From an optimization exercise on the open Yosys and OpenROAD flow, aimed at small area; shortcuts taken in it are not production practice.
Where RTL was checked, it was by simulation tests only, not by an equivalence proof against the original.
Power figures rest on the tool's default switching activity, not on a simulated workload.

alpha:
## predictor_top
module predictor_top #(parameter M = 3, parameter K = 4, parameter N = 3) (
    input logic clk,
    input logic reset,
    input logic [K-1:0] index,
    input logic branch_outcome,  
    output logic prediction,      
    output logic success
);
    logic [M-1:0] bhr_out;
    branch_history_register #(M) bhr_inst (
        .clk(clk),
        .reset(reset),
        .branch_outcome(branch_outcome),
        .bhr_out(bhr_out)
    );
    mnk_bit_predictor #(K, N, M) pht_inst (
        .clk(clk),
        .reset(reset),
        .index(index),
        .bhr_in(bhr_out),
        .branch_outcome(branch_outcome),
        .prediction(prediction)
    );
    assign success = ~(prediction ^ branch_outcome);
endmodule
==> module pht_counter, before the edit <==
module pht_counter #(parameter N = 3) (
    input  logic         clk,
    input  logic         row,       
    input  logic         col,       
    input  logic [N-1:0] rownew,    
    output logic [N-1:0] q
);
    logic hold;
    assign hold = ~(row & col);
    always_ff @(posedge clk)
        q <= (q & {N{hold}}) | ({N{col}} & rownew);
endmodule
==> module pht_sel, before the edit <==
module pht_sel #(parameter W = 8) (
    input  logic [W-1:0] sel,
    input  logic [W-1:0] d,
    output logic         y
);
    assign y = |(sel & d);
endmodule
==> module pht_col, before the edit <==
module pht_col #(parameter N = 3, parameter R = 8) (
    input  logic           clk,
    input  logic [R-1:0]   row_w,    
    input  logic [R-1:0]   row_r,    
    input  logic           col_w,    
    input  logic [R*N-1:0] rownew,
    output logic [N-1:0]   rd        
);
    logic [N-1:0] q [R-1:0];
    logic [R-1:0] qb [N-1:0];
    genvar gr, gb;
    generate
        for (gr = 0; gr < R; gr++) begin : g_r
            pht_counter #(N) ctr (
                .clk(clk), .row(row_w[gr]), .col(col_w),
                .rownew(rownew[gr*N +: N]), .q(q[gr])
            );
            for (gb = 0; gb < N; gb++) begin : g_b
                assign qb[gb][gr] = q[gr][gb];
            end
        end
        for (gb = 0; gb < N; gb++) begin : g_rd
            pht_sel #(R) rsel (.sel(row_r), .d(qb[gb]), .y(rd[gb]));
        end
    endgenerate
endmodule
==> module mnk_bit_predictor, before the edit <==
module mnk_bit_predictor #(parameter K = 4,
                        parameter N = 2,
                        parameter M = 4
                        ) (
    input logic clk,
    input logic reset,
    input logic [K-1:0] index,
    input logic [M-1:0] bhr_in,
    input logic branch_outcome,        
    output logic prediction            
);
    localparam R = 1 << M;    
    localparam C = 1 << K;    
    logic [R-1:0] row_r, row_w;
    logic [C-1:0] col_r, col_w;
    logic [N-1:0] nxt;
    logic [R*N-1:0] rownew;
    logic [N-1:0] rd [C-1:0];
    logic [C-1:0] rdb [N-1:0];
    logic [N-1:0] cur;
    genvar gr, gc, gb;
    generate
        for (gr = 0; gr < R; gr++) begin : g_rsel
            assign row_r[gr] = (bhr_in == M'(gr));
            assign row_w[gr] = row_r[gr] | reset;
            assign rownew[gr*N +: N] = {N{row_w[gr]}} & nxt;
        end
        for (gc = 0; gc < C; gc++) begin : g_csel
            assign col_r[gc] = (index == K'(gc));
            assign col_w[gc] = col_r[gc] | reset;
        end
        for (gc = 0; gc < C; gc++) begin : g_c
            pht_col #(N, R) pcol (
                .clk(clk), .row_w(row_w), .row_r(row_r), .col_w(col_w[gc]),
                .rownew(rownew), .rd(rd[gc])
            );
            for (gb = 0; gb < N; gb++) begin : g_b
                assign rdb[gb][gc] = rd[gc][gb];
            end
        end
        for (gb = 0; gb < N; gb++) begin : g_rd
            pht_sel #(C) csel (.sel(col_r), .d(rdb[gb]), .y(cur[gb]));
        end
    endgenerate
    assign prediction = cur[N-1];
    always_comb begin
        if (reset)
            nxt = '0;
        else if (branch_outcome)
            nxt = (&cur) ? cur : cur + 1'b1;
        else
            nxt = (|cur) ? cur - 1'b1 : cur;
    end
endmodule
Settings: LEC_CHECK=0, CAP_MARGIN=0, CORE_MARGIN=2, CORE_UTILIZATION=60, CTS_BUF_LIST=sky130_fd_sc_hd__clkbuf_8 sky130_fd_sc_hd__clkbuf_16, CTS_CLUSTER_DIAMETER=100, CTS_CLUSTER_SIZE=30, PLACE_DENSITY=0.75, SLEW_MARGIN=0, SYNTH_HIERARCHICAL=1, SYNTH_MINIMUM_KEEP_SIZE=0; clock period 6.0 ns.
run.sh (not shown) runs the stock make flow with config.mk's settings and CLKGATE_MAP_FILE= SYNTH_SCRIPT=/design/flow/synth_recipe.tcl, a recipe that flattens the netlist after the stock synthesis.
alpha: PASS, flow complete, no timing, DRC or antenna violations
Modified inputs, beta compared to alpha
--- a/flow/design.v
+++ b/flow/design.v
@@ -12,22 +12,55 @@
     end
 endmodule
+module pht_nand2 (input logic a, input logic b, output logic y);
+    assign y = ~(a & b);
+endmodule
+module pht_nand3 (input logic a, input logic b, input logic c, output logic y);
+    assign y = ~(a & b & c);
+endmodule
+module pht_nand4 (input logic [3:0] a, output logic y);
+    assign y = ~(&a);
+endmodule
+module pht_aoi222 (input logic [2:0] s, input logic [2:0] d, output logic y);
+    assign y = ~((s[0] & d[0]) | (s[1] & d[1]) | (s[2] & d[2]));
+endmodule
 module pht_counter #(parameter N = 3) (
     input  logic         clk,
-    input  logic         row,       
+    input  logic         hold,      
     input  logic         col,       
     input  logic [N-1:0] rownew,    
     output logic [N-1:0] q
 );
-    logic hold;
-    assign hold = ~(row & col);
     always_ff @(posedge clk)
         q <= (q & {N{hold}}) | ({N{col}} & rownew);
 endmodule
-module pht_sel #(parameter W = 8) (
-    input  logic [W-1:0] sel,
-    input  logic [W-1:0] d,
-    output logic         y
+module pht_sel8 (
+    input  logic [7:0] sel,
+    input  logic [7:0] d,
+    output logic       y
 );
-    assign y = |(sel & d);
+    logic [3:0] t;
+    pht_aoi222 g0 (.s(sel[2:0]), .d(d[2:0]), .y(t[0]));
+    pht_aoi222 g1 (.s(sel[5:3]), .d(d[5:3]), .y(t[1]));
+    pht_nand2  g2 (.a(sel[6]), .b(d[6]), .y(t[2]));
+    pht_nand2  g3 (.a(sel[7]), .b(d[7]), .y(t[3]));
+    pht_nand4  g4 (.a(t), .y(y));
+endmodule
+module pht_sel16 (
+    input  logic [15:0] sel,
+    input  logic [15:0] d,
+    output logic        y
+);
+    logic [5:0] t;
+    logic [1:0] u;
+    genvar i;
+    generate
+        for (i = 0; i < 5; i++) begin : g_a
+            pht_aoi222 g (.s(sel[3*i +: 3]), .d(d[3*i +: 3]), .y(t[i]));
+        end
+    endgenerate
+    pht_nand2 g5 (.a(sel[15]), .b(d[15]), .y(t[5]));
+    pht_nand3 g6 (.a(t[0]), .b(t[1]), .c(t[2]), .y(u[0]));
+    pht_nand3 g7 (.a(t[3]), .b(t[4]), .c(t[5]), .y(u[1]));
+    assign y = u[0] | u[1];
 endmodule
 module pht_col #(parameter N = 3, parameter R = 8) (
@@ -41,9 +74,11 @@
     logic [N-1:0] q [R-1:0];
     logic [R-1:0] qb [N-1:0];
+    logic [R-1:0] hold;
     genvar gr, gb;
     generate
         for (gr = 0; gr < R; gr++) begin : g_r
+            pht_nand2 hg (.a(row_w[gr]), .b(col_w), .y(hold[gr]));
             pht_counter #(N) ctr (
-                .clk(clk), .row(row_w[gr]), .col(col_w),
+                .clk(clk), .hold(hold[gr]), .col(col_w),
                 .rownew(rownew[gr*N +: N]), .q(q[gr])
             );
@@ -53,5 +88,5 @@
         end
         for (gb = 0; gb < N; gb++) begin : g_rd
-            pht_sel #(R) rsel (.sel(row_r), .d(qb[gb]), .y(rd[gb]));
+            pht_sel8 rsel (.sel(row_r), .d(qb[gb]), .y(rd[gb]));
         end
     endgenerate
@@ -98,5 +133,5 @@
         end
         for (gb = 0; gb < N; gb++) begin : g_rd
-            pht_sel #(C) csel (.sel(col_r), .d(rdb[gb]), .y(cur[gb]));
+            pht_sel16 csel (.sel(col_r), .d(rdb[gb]), .y(cur[gb]));
         end
     endgenerate
==> comparison <==
- Sort alpha and beta by wire length on met3, descending, and beta comes first.
- Delta(total power, beta - alpha) < 0
- beta vs alpha on sequential share of layout area: beta is the higher one.
- Row power share of the clock group: beta higher / alpha lower
- beta has maximum VDD drop above what alpha had.
- As far as clock group power is concerned, alpha and beta perform about the same.
- beta — design area about 3.7% lower, alpha as reference
- When beta is set beside alpha, its logic depth of the worst path, buffers included turns out to be 1 smaller.
- Die area on beta is down relative to alpha.
- Changes observed in beta relative to alpha: antenna diode count held steady; routed wire length shrank by 1600 microns.
No functional check of the RTL was part of alpha.

==> static timing again, ports no longer ideal <==
The flow's constraints put no driver on any port. The routed layouts listed below were extracted and timed again, unchanged, in two steps.
Step 1 (the two cells are an assumption about what drives the block):
set clk [get_ports {clk}]
set_driving_cell -lib_cell sky130_fd_sc_hd__clkbuf_16 $clk
set_driving_cell -lib_cell sky130_fd_sc_hd__buf_2 [delete_from_list [all_inputs] $clk]
Step 2 also shifts input and output timing later by t, the mid clock arrival at the registers, as if the neighbouring blocks saw the same clock.
a / b / c = no drivers / after step 1 / after step 2; a / b = the first two.
run	shift t [ns]	setup WS [ns]	cell pins on the clock port's net
alpha	0.575	0.457 / 0.406 / 0.693	1
beta	0.575	0.464 / 0.410 / 0.736	1
After both steps every run listed still meets setup and hold.
